What follows belongs to an exercise in optimizing a design on an open flow for small area, a short achievable clock period and few clock cycles per item; a production flow would make more cautious choices.
Only simulation tests tie the RTL to the original design; equivalence was not proved.

the reference run:
## shapipe
module shapipe(
    input wire [0:511] message,
    input wire clk,
    input wire reset,
    output wire ready,
    output wire [255:0] hashvalue);
    localparam [31:0] H0 = 32'h6a09e667, H1 = 32'hbb67ae85,
                      H2 = 32'h3c6ef372, H3 = 32'ha54ff53a,
                      H4 = 32'h510e527f, H5 = 32'h9b05688c,
                      H6 = 32'h1f83d9ab, H7 = 32'h5be0cd19;
    function [31:0] ror(input [31:0] x, input integer n);
        ror = (x >> n) | (x << (32 - n));
    endfunction
    function [31:0] bs0(input [31:0] x);    
        bs0 = ror(x, 2) ^ ror(x, 13) ^ ror(x, 22);
    endfunction
    function [31:0] bs1(input [31:0] x);    
        bs1 = ror(x, 6) ^ ror(x, 11) ^ ror(x, 25);
    endfunction
    function [31:0] ss0(input [31:0] x);    
        ss0 = ror(x, 7) ^ ror(x, 18) ^ (x >> 3);
    endfunction
    function [31:0] ss1(input [31:0] x);    
        ss1 = ror(x, 17) ^ ror(x, 19) ^ (x >> 10);
    endfunction
    function [31:0] ch(input [31:0] x, input [31:0] y, input [31:0] z);
        ch = (x & y) ^ (~x & z);
    endfunction
    function [31:0] maj(input [31:0] x, input [31:0] y, input [31:0] z);
        maj = (x & y) | (x & z) | (y & z);
    endfunction
    function [31:0] kc(input [5:0] i);
        case (i)
        6'd00: kc = 32'h428a2f98; 6'd01: kc = 32'h71374491; 6'd02: kc = 32'hb5c0fbcf; 6'd03: kc = 32'he9b5dba5;
        6'd04: kc = 32'h3956c25b; 6'd05: kc = 32'h59f111f1; 6'd06: kc = 32'h923f82a4; 6'd07: kc = 32'hab1c5ed5;
        6'd08: kc = 32'hd807aa98; 6'd09: kc = 32'h12835b01; 6'd10: kc = 32'h243185be; 6'd11: kc = 32'h550c7dc3;
        6'd12: kc = 32'h72be5d74; 6'd13: kc = 32'h80deb1fe; 6'd14: kc = 32'h9bdc06a7; 6'd15: kc = 32'hc19bf174;
        6'd16: kc = 32'he49b69c1; 6'd17: kc = 32'hefbe4786; 6'd18: kc = 32'h0fc19dc6; 6'd19: kc = 32'h240ca1cc;
        6'd20: kc = 32'h2de92c6f; 6'd21: kc = 32'h4a7484aa; 6'd22: kc = 32'h5cb0a9dc; 6'd23: kc = 32'h76f988da;
        6'd24: kc = 32'h983e5152; 6'd25: kc = 32'ha831c66d; 6'd26: kc = 32'hb00327c8; 6'd27: kc = 32'hbf597fc7;
        6'd28: kc = 32'hc6e00bf3; 6'd29: kc = 32'hd5a79147; 6'd30: kc = 32'h06ca6351; 6'd31: kc = 32'h14292967;
        6'd32: kc = 32'h27b70a85; 6'd33: kc = 32'h2e1b2138; 6'd34: kc = 32'h4d2c6dfc; 6'd35: kc = 32'h53380d13;
  ...
For scale: ~810 flip-flops, about 49000 µm² of cells after synthesis.
export LEC_CHECK = 0
export ABC_CLOCK_PERIOD_IN_PS = 4000
export CAP_MARGIN = 20
export CORE_MARGIN = 2
export CORE_UTILIZATION = 55
export CTS_CLUSTER_DIAMETER = 100
export CTS_CLUSTER_SIZE = 25
export PLACE_DENSITY = 0.65
export SLEW_MARGIN = 20
export TNS_END_PERCENT = 100
create_clock -name core_clock -period 11.0 [get_ports {clk}]
standard.sh (not shown) runs the stock make flow with config.mk's settings and CLKGATE_MAP_FILE= SYNTH_SCRIPT=/design/flow/synth_recipe.tcl, a recipe that flattens the netlist after the stock synthesis.
==> flow/flow/run.sh <==
#!/bin/bash
set -euo pipefail
export BUFFER_PORTS_ARGS="-buffer_cell sky130_fd_sc_hd__buf_1"
export SETUP_SLACK_MARGIN=6.5
bash standard.sh > make_finish.log 2>&1
Testbench counts of the reference run, summed over its fixed seeds: cycles 20,800, items 320.
What the trial run does differently from the reference run at the input level:
- swapping 0.65 for 0.75 in PLACE_DENSITY
- swapping 55 for 65 in CORE_UTILIZATION
--- a/flow/flow/run.sh
+++ b/flow/flow/run.sh
@@ -4 +4 @@
-export SETUP_SLACK_MARGIN=6.5
+export SETUP_SLACK_MARGIN=6
After detailed routing, the reference run needs more wire than the trial run.
The reference run → the trial run: instance area after placement lower, portion of the layout cell area used by non-clock buffers fell 0.90 points.

==> static timing again, ports no longer ideal <==
How much do the figures lean on ideal ports? The routed layouts below were timed once more, with nothing changed but the port constraints.
Step 1 sets driving cells, clkbuf_16 on the clock port and buf_2 on the other inputs (assumed; they add their load-dependent delay and slew).
Step 2, shift: input delay + t, output delay - t, t = (earliest + latest rising clock arrival at the registers) / 2. This alone moves slack from input paths to output paths.
Slacks: no drivers / after step 1 / after step 2; pairs: no drivers / after step 1.
| run | shift t [ns] | setup WS [ns] | worst setup path after step 2 | cell pins on the clock port's net |
|---|---|---|---|---|
| the reference run | 0.725 | 6.086 / 6.086 / 5.710 | input to register | 1 |
| the trial run | 0.732 | 5.971 / 5.971 / 5.550 | input to register | 1 |
After both steps every run listed still meets setup and hold. For the trial run, which loses most, drivers alone change the setup slack by 0.000 ns; drivers and shift together by -0.421 ns.
